Background: an optimization exercise with open tools, aiming at small area. Do not read the settings as production practice.
Where RTL was checked, it was by simulation tests only, not by an equivalence proof against the original.

JK:
Design rgb_to_ycrcb, start of the top module:
module rgb_to_ycrcb(input clk,
	input [7:0] r,
	input [7:0] g,
	input [7:0] b,
	output [7:0] y,
	output [7:0] cr,
	output [7:0] cb);
Size: ~410 cells after synthesis, ~49 I/O pins, about 5300 um2 of cells after synthesis.
clock: 5.0 ns
lec_check: 0
cap_margin: 20
core_margin: 2
core_utilization: 70
place_density: 0.8
slew_margin: 20
synth_hierarchical: 1
synth_minimum_keep_size: 0
standard.sh (not shown) runs the stock make flow with config.mk's settings and CLKGATE_MAP_FILE= SYNTH_SCRIPT=/design/flow/synth_recipe.tcl, a recipe that flattens the netlist after the stock synthesis.
==> flow/flow/run.sh <==
#!/bin/bash
bash standard.sh "BUFFER_PORTS_ARGS=-buffer_cell sky130_fd_sc_hd__buf_1" \
  "CTS_ARGS=-sink_clustering_enable -repair_clock_nets -dont_use_dummy_load -buf_list {sky130_fd_sc_hd__clkbuf_4 sky130_fd_sc_hd__clkbuf_8} -sink_clustering_size 20" \
  finish > standard.log 2>&1
Modified inputs, MS compared to JK
-- flow/design.v --
<<< JK, line 319
wire l255;
wire o256;
wire z257;
wire s258;
wire c259;
>>> MS, line 319
wire l255;
wire o256;
wire i257;
wire s258;
wire c259;
<<< JK, line 790
assign l255 = i219 ^ o254;
assign o256 = i219 | o254;
zero7 u_z257 (.a({i219, i218, i217, i216, i215, i214, i213}), .z(z257));
add3 u_s258 (.a(r1_229), .b(w1_204), .c(z257), .s(s258), .co(c259));
add3 u_s260 (.a(r1_230), .b(w1_205), .c(c259), .s(s260), .co(c261));
add3 u_s262 (.a(r1_231), .b(w1_206), .c(c261), .s(s262), .co(c263));
>>> MS, line 790
assign l255 = i219 ^ o254;
assign o256 = i219 | o254;
assign i257 = ~o256;
add3 u_s258 (.a(r1_229), .b(w1_204), .c(i257), .s(s258), .co(c259));
add3 u_s260 (.a(r1_230), .b(w1_205), .c(c259), .s(s260), .co(c261));
add3 u_s262 (.a(r1_231), .b(w1_206), .c(c261), .s(s262), .co(c263));
<<< JK, line 800
add3 u_s272 (.a(r1_236), .b(w1_211), .c(c271), .s(s272), .co(c273));
add2 u_s274 (.a(w1_212), .b(c273), .s(s274), .co(c275));
add3 u_s276 (.a(b1_237), .b(w1_204), .c(z257), .s(s276), .co(c277));
add3 u_s278 (.a(b1_238), .b(w1_205), .c(c277), .s(s278), .co(c279));
add3 u_s280 (.a(b1_239), .b(w1_206), .c(c279), .s(s280), .co(c281));
>>> MS, line 800
add3 u_s272 (.a(r1_236), .b(w1_211), .c(c271), .s(s272), .co(c273));
add2 u_s274 (.a(w1_212), .b(c273), .s(s274), .co(c275));
add3 u_s276 (.a(b1_237), .b(w1_204), .c(i257), .s(s276), .co(c277));
add3 u_s278 (.a(b1_238), .b(w1_205), .c(c277), .s(s278), .co(c279));
add3 u_s280 (.a(b1_239), .b(w1_206), .c(c279), .s(s280), .co(c281));
<<< JK, line 1067
assign co = (a & b) | (a & c) | (b & c);
endmodule
module zero7(input [6:0] a, output z);
assign z = ~(|a);
endmodule
module xnor2m(input a, input b, output y);
assign y = ~(a ^ b);
>>> MS, line 1067
assign co = (a & b) | (a & c) | (b & c);
endmodule
module xnor2m(input a, input b, output y);
assign y = ~(a ^ b);
==> comparison <==
Slack of the critical path, JK and MS: smaller value in MS. MS vs. JK: area enclosed by the die boundary went down by about 1%. MS against JK: die span in x moved down. | number of DRC markers after the initial detailed-route iteration | lower: JK |. JK went all the way through synthesis, placement and routing and the layout is clean on timing, DRC and antenna. Every stage of the flow completed for MS, and the final layout passed the timing, design-rule and antenna checks. Average cell area after synthesis, JK and MS: larger value in MS.
For JK, only the layout was checked, not whether the RTL still works.

--- another note on this design; it stands on its own ---

## run A
## rgb_to_ycrcb
module rgb_to_ycrcb(input clk,
	input [7:0] r,
	input [7:0] g,
	input [7:0] b,
	output [7:0] y,
	output [7:0] cr,
	output [7:0] cb);
reg r1_1;
reg r1_2;
reg r1_3;
reg r1_4;
reg r1_5;
reg r1_6;
reg r1_7;
reg r1_8;
reg g1_9;
reg g1_10;
reg g1_11;
reg g1_12;
reg g1_13;
reg g1_14;
reg g1_15;
reg g1_16;
reg b1_17;
reg b1_18;
reg b1_19;
reg b1_20;
reg b1_21;
reg b1_22;
reg b1_23;
reg b1_24;
reg w2_220;
reg w2_221;
reg w2_222;
reg w2_223;
reg w2_224;
reg w2_225;
reg w2_226;
reg w2_227;
reg w2_228;
reg w2_229;
reg w2_230;
reg w2_231;
reg w2_232;
reg w2_233;
reg w2_234;
reg w2_235;
reg r2_236;
reg r2_237;
reg r2_238;
reg r2_239;
reg r2_240;
reg r2_241;
reg r2_242;
reg r2_243;
reg b2_244;
reg b2_245;
reg b2_246;
reg b2_247;
reg b2_248;
reg b2_249;
reg b2_250;
reg b2_251;
reg cr3_686;
reg cr3_687;
reg cr3_688;
reg cr3_689;
reg cr3_690;
reg cr3_691;
reg cr3_692;
reg cr3_693;
reg cb3_694;
reg cb3_695;
reg cb3_696;
reg cb3_697;
reg cb3_698;
reg cb3_699;
reg cb3_700;
reg cb3_701;
reg y3_702;
reg y3_703;
reg y3_704;
reg y3_705;
reg y3_706;
reg y3_707;
reg y3_708;
reg y3_709;
wire s25;
wire c26;
wire s27;
wire c28;
wire s29;
wire c30;
wire s31;
wire c32;
wire s33;
wire c34;
wire s35;
wire c36;
wire s37;
wire c38;
wire s39;
wire c40;
wire s41;
wire c42;
wire s43;
wire c44;
wire s45;
wire c46;
wire s47;
wire c48;
wire s49;
wire c50;
wire s51;
wire c52;
wire s53;
wire c54;
wire s55;
wire c56;
  ...
clock: 5.0 ns
lec_check: 0
cap_margin: 20
core_margin: 2
core_utilization: 40
slew_margin: 20
synth_hierarchical: 1
synth_minimum_keep_size: 0
standard.sh (not shown) runs the stock make flow with config.mk's settings and CLKGATE_MAP_FILE= SYNTH_SCRIPT=/design/flow/synth_recipe.tcl, a recipe that flattens the netlist after the stock synthesis.
==> flow/flow/run.sh <==
#!/bin/bash
bash standard.sh > standard.log 2>&1
Run A: flow completed, timing, DRC and antenna clean
What run B does differently from run A at the input level:
==> flow/run.sh (new file) <==
#!/bin/bash
# synth_recipe.tcl (not shown) runs the flow's synth.tcl, then flattens the netlist and writes it again
# the make line also repeats each setting of config.mk as NAME=value (left out here)
make -C /OpenROAD-flow-scripts/flow DESIGN_CONFIG=/design/flow/config.mk WORK_HOME=/design/flow/orfs CLKGATE_MAP_FILE= SYNTH_SCRIPT=/design/flow/synth_recipe.tcl finish
removed: flow/flow/run.sh
removed: flow/standard.sh
Results
Clock-pin slew reported for the worst setup and hold paths after clock tree synthesis of run A is on par with run B. Diff run B..run A | maximum fanout along the worst path | unchanged. Summary of run B over run A: total number of cells along the worst setup path did not really move; met3 demand-to-capacity share in global routing did not really move; iteration count of the initial detailed-routing pass did not really move. Run B vs. run A: sequential cell count level; total non-filler cell area in the finished layout level; total number of vias level. Re all-layer global routing usage: no difference whatsoever between run A and run B. As far as wire length is concerned, run A and run B perform about the same. Diff run A..run B | placeable core region | unchanged.

-- re-timing with driven ports --
In the flow no input, the clock included, has a driving cell. The finished layouts below were timed again as built, in two steps. Step 1: set_driving_cell puts a clkbuf_16 on clk and a buf_2 on each other input, an assumption about the parent block. Step 2 moves the port delays by t, midway between the first and last clock arrival at a register: inputs arrive t later, outputs are due t later. That takes back most of the time a late clock gives input paths. Three values: ideal, step 1, step 2; two values: the first two.
| run | t, ns | setup slack, ns | hold WS [ns] |
|---|---|---|---|
| JK | 0.370 | 0.418 / 0.426 / 0.056 | 0.333 / 0.333 / 0.333 |
| MS | 0.362 | 0.078 / 0.078 / 0.018 | 0.329 / 0.329 / 0.329 |
| run A | 0.374 | 0.184 / 0.184 / 0.184 | 0.418 / 0.418 / 0.418 |
| run B | 0.374 | 0.184 / 0.184 / 0.184 | 0.418 / 0.418 / 0.418 |
After both steps setup and hold are still met in every run listed. The setup slack of JK, which loses most, moves by +0.008 ns with the drivers and by -0.362 ns with both steps.
